This is an optimization exercise on Yosys and OpenROAD, whose aim is small area, not a production implementation. Only simulation tests tie the RTL to the original design; equivalence was not proved. The clock input has no modelled driver; a real chip could not lean on it and would need a root buffer or a full tree.

Design total_fir, start of the top module:
module total_fir(total_out, x_in, clk);
	input clk;
	input signed [7:0] x_in;
	output signed [15:0] total_out;
	reg [7:0] e0;
	reg [7:0] e1;
	reg [7:0] e2;
	reg [7:0] e3;
	reg [7:0] e4;
	reg [7:0] e5;
	reg [7:0] e6;
	reg [7:0] e7;
	reg [7:0] e8;
	reg [7:0] e9;
	reg [7:0] e10;
	reg [7:0] e11;
	reg [7:0] e12;
	reg [7:0] e13;
	reg [7:0] e14;
	reg [7:0] e15;
	reg [7:0] e16;
	reg [7:0] e17;
	reg r498;
	reg r499;
	reg r558;
	reg r559;
	reg r606;
	reg r607;
	reg r642;
	reg r667;
	reg r668;
	reg r683;
	reg r684;
	reg r691;
	reg r692;
	reg r695;
	reg r696;
	reg r703;
	reg r704;
	reg r705;
	reg r706;
	reg r707;
	wire o5_0;
	wire o6_0;
	wire o7_0;
	wire o8_0;
	wire o16_0;
	wire w1;
	wire w2;
	wire w3;
	wire w4;
	wire w5;
	wire w6;
	wire w7;
	wire w8;
	wire w9;
	wire w10;
	wire w11;
	wire w12;
	wire w13;
	wire w14;
	wire w15;
	wire w16;
	wire w17;
	wire w18;
	wire w19;
	wire w20;
	wire w21;
	wire w22;
	wire w23;
	wire w24;
	wire w25;
	wire w26;
	wire w27;
	wire w28;
	wire w29;
	wire w30;
	wire w31;
	wire w32;
	wire w33;
	wire w34;
	wire w35;
	wire w36;
	wire w37;
	wire w38;
	wire w39;
	wire w40;
	wire w41;
	wire w42;
	wire w43;
	wire w44;
	wire w45;
	wire w46;
	wire w47;
	wire w48;
	wire w49;
	wire w50;
	wire w51;
	wire w52;
	wire w53;
	wire w54;
	wire w55;
	wire w56;
	wire w57;
	wire w58;
	wire w59;
	wire w60;
	wire w61;
	wire w62;
	wire w63;
	wire w64;
	wire w65;
	wire w66;
	wire w67;
	wire w68;
	wire w69;
	wire w70;
	wire w71;
	wire w72;
	wire w73;
	wire w74;
	wire w75;
	wire w76;
	wire w77;
	wire w78;
	wire w79;
	wire w80;
	wire w81;
	wire w82;
	wire w83;
	wire w84;
	wire w85;
	wire w86;
	wire w87;
	wire w88;
	wire w89;
	wire w90;
	wire w91;
	wire w92;
	wire w93;
	wire w94;
	wire w95;
	wire w96;
	wire w97;
	wire w98;
	wire w99;
  ...
==> flow/config.mk <==
export PLATFORM = sky130hd
export DESIGN_NAME = total_fir
export DESIGN_NICKNAME = total_fir
export VERILOG_FILES = /design/flow/design.v
export SDC_FILE = /design/flow/constraint.sdc
export NUM_CORES = 4
export LEC_CHECK = 0
export CAP_MARGIN = 20
export CORE_MARGIN = 2
export CORE_UTILIZATION = 40
export SLEW_MARGIN = 20
export SYNTH_HIERARCHICAL = 1
export SYNTH_MINIMUM_KEEP_SIZE = 0
==> flow/constraint.sdc <==
create_clock -name core_clock -period 5.0 [get_ports {clk}]
set_input_delay 1.0000 -clock core_clock [delete_from_list [all_inputs] [get_ports {clk}]]
set_output_delay 1.0000 -clock core_clock [all_outputs]
set_load 0.01 [all_outputs]
standard.sh (not shown) runs the stock make flow with config.mk's settings and CLKGATE_MAP_FILE= SYNTH_SCRIPT=/design/flow/synth_recipe.tcl, a recipe that flattens the netlist after the stock synthesis.
==> flow/flow/run.sh <==
#!/bin/bash
# The standard layout (standard.sh, the ORFS flow), with ORFS's own variables set for three steps:
#  - clock tree: flow/mycts.tcl (sourced by ORFS before its CTS step) replaces TritonCTS with a
#    two-level tree: one clkbuf_8 at the clock port driving MYCTS_NLEAF clkbuf_4 cells, each
#    driving one placement cluster of flip-flops (balanced k-means on flip-flop locations);
#  - port buffering with the smallest buffer cell (every input and output still gets a buffer);
#  - timing-driven global placement keeps none of its trial buffering.
# The full ORFS output goes to standard.log in this folder (per-step logs under orfs/logs).
export PRE_CTS_TCL="$(pwd)/flow/mycts.tcl"
export MYCTS_NLEAF=20
export MYCTS_CELL=sky130_fd_sc_hd__clkbuf_4
export MYCTS_ROOT=sky130_fd_sc_hd__clkbuf_8
export BUFFER_PORTS_ARGS="-buffer_cell sky130_fd_sc_hd__buf_1"
export GPL_KEEP_OVERFLOW=0
bash standard.sh > standard.log 2>&1
==> flow/flow/mycts.tcl <==
# Simple one-level clock tree: the clock port drives NLEAF clock buffers, each
# buffer drives the flip-flops of one placement cluster (k-means on the flip-flop
# locations).  Replaces TritonCTS, whose H-tree always builds 16 leaf buffers here.
proc simple_clock_tree {args} {
  set nleaf [expr {[info exists ::env(MYCTS_NLEAF)] ? $::env(MYCTS_NLEAF) : 4}]
  set cell [expr {[info exists ::env(MYCTS_CELL)] ? $::env(MYCTS_CELL) : "sky130_fd_sc_hd__clkbuf_8"}]
  set block [ord::get_db_block]
  set db [ord::get_db]
  set master [$db findMaster $cell]
  set clkport [$block findBTerm clk]
  set clknet [$clkport getNet]
  set sinks {}
  foreach it [$clknet getITerms] {
    set inst [$it getInst]
    set bb [$inst getBBox]
    lappend sinks [list $it [expr {([$bb xMin] + [$bb xMax]) / 2}] [expr {([$bb yMin] + [$bb yMax]) / 2}]]
  }
  # k-means with farthest-point seeding (deterministic)
  set pts $sinks
  set cx [lindex $pts 0 1]; set cy [lindex $pts 0 2]
  set tx 0; set ty 0
  foreach p $pts { set tx [expr {$tx + [lindex $p 1]}]; set ty [expr {$ty + [lindex $p 2]}] }
  set n [llength $pts]
  set cents [list [list [expr {$tx / $n}] [expr {$ty / $n}]]]
  while {[llength $cents] < $nleaf} {
    set best -1; set bp {}
    foreach p $pts {
      set dmin 1e18
      foreach c $cents {
        set d [expr {abs([lindex $p 1] - [lindex $c 0]) + abs([lindex $p 2] - [lindex $c 1])}]
        if {$d < $dmin} { set dmin $d }
      }
      if {$dmin > $best} { set best $dmin; set bp [list [lindex $p 1] [lindex $p 2]] }
    }
    lappend cents $bp
  }
  # balanced k-means: each cluster gets at most ceil(n/k) sinks
  set cap [expr {int(ceil(double($n) / $nleaf))}]
  for {set iter 0} {$iter < 30} {incr iter} {
    set pairs {}
    set i 0
    foreach p $pts {
      set k 0
      foreach c $cents {
        lappend pairs [list [expr {abs([lindex $p 1] - [lindex $c 0]) + abs([lindex $p 2] - [lindex $c 1])}] $i $k]
        incr k
      }
      incr i
    }
    set pairs [lsort -real -index 0 $pairs]
    array unset asg; array unset cnt
    for {set k 0} {$k < $nleaf} {incr k} { set cnt($k) 0 }
    foreach pr $pairs {
      lassign $pr d i k
      if {[info exists asg($i)]} continue
      if {$cnt($k) >= $cap} continue
      set asg($i) $k; incr cnt($k)
    }
    set newc {}
    for {set k 0} {$k < $nleaf} {incr k} { set sx($k) 0; set sy($k) 0 }
    for {set i 0} {$i < $n} {incr i} {
      set k $asg($i)
      set sx($k) [expr {$sx($k) + [lindex $pts $i 1]}]; set sy($k) [expr {$sy($k) + [lindex $pts $i 2]}]
    }
    for {set k 0} {$k < $nleaf} {incr k} {
      if {$cnt($k) > 0} { lappend newc [list [expr {$sx($k) / $cnt($k)}] [expr {$sy($k) / $cnt($k)}]] } else { lappend newc [lindex $cents $k] }
    }
    set cents $newc
  }
  set drvnet $clknet
  if {$nleaf > 4} {
    set rcell [expr {[info exists ::env(MYCTS_ROOT)] ? $::env(MYCTS_ROOT) : $cell}]
    set rinst [odb::dbInst_create $block [$db findMaster $rcell] "clkbuf_root"]
    set drvnet [odb::dbNet_create $block "clknet_root"]
    $drvnet setSigType CLOCK
    [$rinst findITerm X] connect $drvnet
    [$rinst findITerm A] connect $clknet
    set mx 0; set my 0
    foreach c $cents { set mx [expr {$mx + [lindex $c 0]}]; set my [expr {$my + [lindex $c 1]}] }
    $rinst setLocation [expr {int($mx / $nleaf)}] [expr {int($my / $nleaf)}]
    $rinst setPlacementStatus PLACED
  }
  for {set k 0} {$k < $nleaf} {incr k} {
    set inst [odb::dbInst_create $block $master "clkbuf_leaf_$k"]
    set net [odb::dbNet_create $block "clknet_leaf_$k"]
    $net setSigType CLOCK
    [$inst findITerm X] connect $net
    [$inst findITerm A] connect $drvnet
    $inst setLocation [expr {int([lindex $cents $k 0])}] [expr {int([lindex $cents $k 1])}]
    $inst setPlacementStatus PLACED
    set leafnet($k) $net
  }
  for {set i 0} {$i < $n} {incr i} {
    set it [lindex $pts $i 0]
    $it disconnect
    $it connect $leafnet($asg($i))
  }
  global_connect
  set_propagated_clock [all_clocks]
  puts "simple_clock_tree: $nleaf x $cell, sinks per buffer: [array get cnt]"
}
rename clock_tree_synthesis tritoncts_clock_tree_synthesis
proc clock_tree_synthesis {args} { simple_clock_tree }
The first run went through all stages and came out clean.
Then changed:
--- a/flow/flow/run.sh
+++ b/flow/flow/run.sh
@@ -3,3 +3,3 @@
 #  - clock tree: flow/mycts.tcl (sourced by ORFS before its CTS step) replaces TritonCTS with a
-#    two-level tree: one clkbuf_8 at the clock port driving MYCTS_NLEAF clkbuf_4 cells, each
+#    two-level tree: one clkbuf_16 at the clock port driving MYCTS_NLEAF clkbuf_4 cells, each
 #    driving one placement cluster of flip-flops (balanced k-means on flip-flop locations);
@@ -11,3 +11,3 @@
 export MYCTS_CELL=sky130_fd_sc_hd__clkbuf_4
-export MYCTS_ROOT=sky130_fd_sc_hd__clkbuf_8
+export MYCTS_ROOT=sky130_fd_sc_hd__clkbuf_16
 export BUFFER_PORTS_ARGS="-buffer_cell sky130_fd_sc_hd__buf_1"
Setup slack got worse by 6.9 ps.
Routed wire length climbs by 0.31%.
Worst hold slack is about the same.
Sequential cell count stays the same.
Design area stays flat.
Die area stays the same.
Clock skew climbs by 3.4 ps.
Then changed:
--- a/flow/flow/run.sh
+++ b/flow/flow/run.sh
@@ -9,3 +9,3 @@
 export PRE_CTS_TCL="$(pwd)/flow/mycts.tcl"
-export MYCTS_NLEAF=20
+export MYCTS_NLEAF=18
 export MYCTS_CELL=sky130_fd_sc_hd__clkbuf_4
=> The new run completed with no timing, DRC or antenna violations; area after synthesis does not change; utilization is about the same; clock skew went down by 17 ps; wire length is about the same; first-iteration DRC count went down by 18%; die area stays the same; final area stays flat.
No run of this note takes its clock network from TritonCTS; it comes from the design's own scripts or RTL.

[re-timing with driven ports]
In the flow no input, the clock included, has a driving cell. The finished layouts below were timed again as built, in two steps.
Step 1 (the two cells are an assumption about what drives the block):
set clk [get_ports {clk}]
set_driving_cell -lib_cell sky130_fd_sc_hd__clkbuf_16 $clk
set_driving_cell -lib_cell sky130_fd_sc_hd__buf_2 [delete_from_list [all_inputs] $clk]
Step 2 also shifts input and output timing later by t, the mid clock arrival at the registers, as if the neighbouring blocks saw the same clock.
Slacks: no drivers / after step 1 / after step 2; pairs: no drivers / after step 1.
run | t, ns | setup slack, ns | clock arrival spread, ns | worst register clock-pin slew, ns
the first run | 0.528 | 0.117 / 0.117 / 0.117 | 0.043 / 0.043 | 0.11 / 0.11
the second run | 0.446 | 0.110 / 0.110 / 0.110 | 0.044 / 0.044 | 0.11 / 0.11
the third run | 0.445 | 0.095 / 0.095 / 0.095 | 0.027 / 0.028 | 0.11 / 0.11
After both steps setup and hold are still met in every run listed.
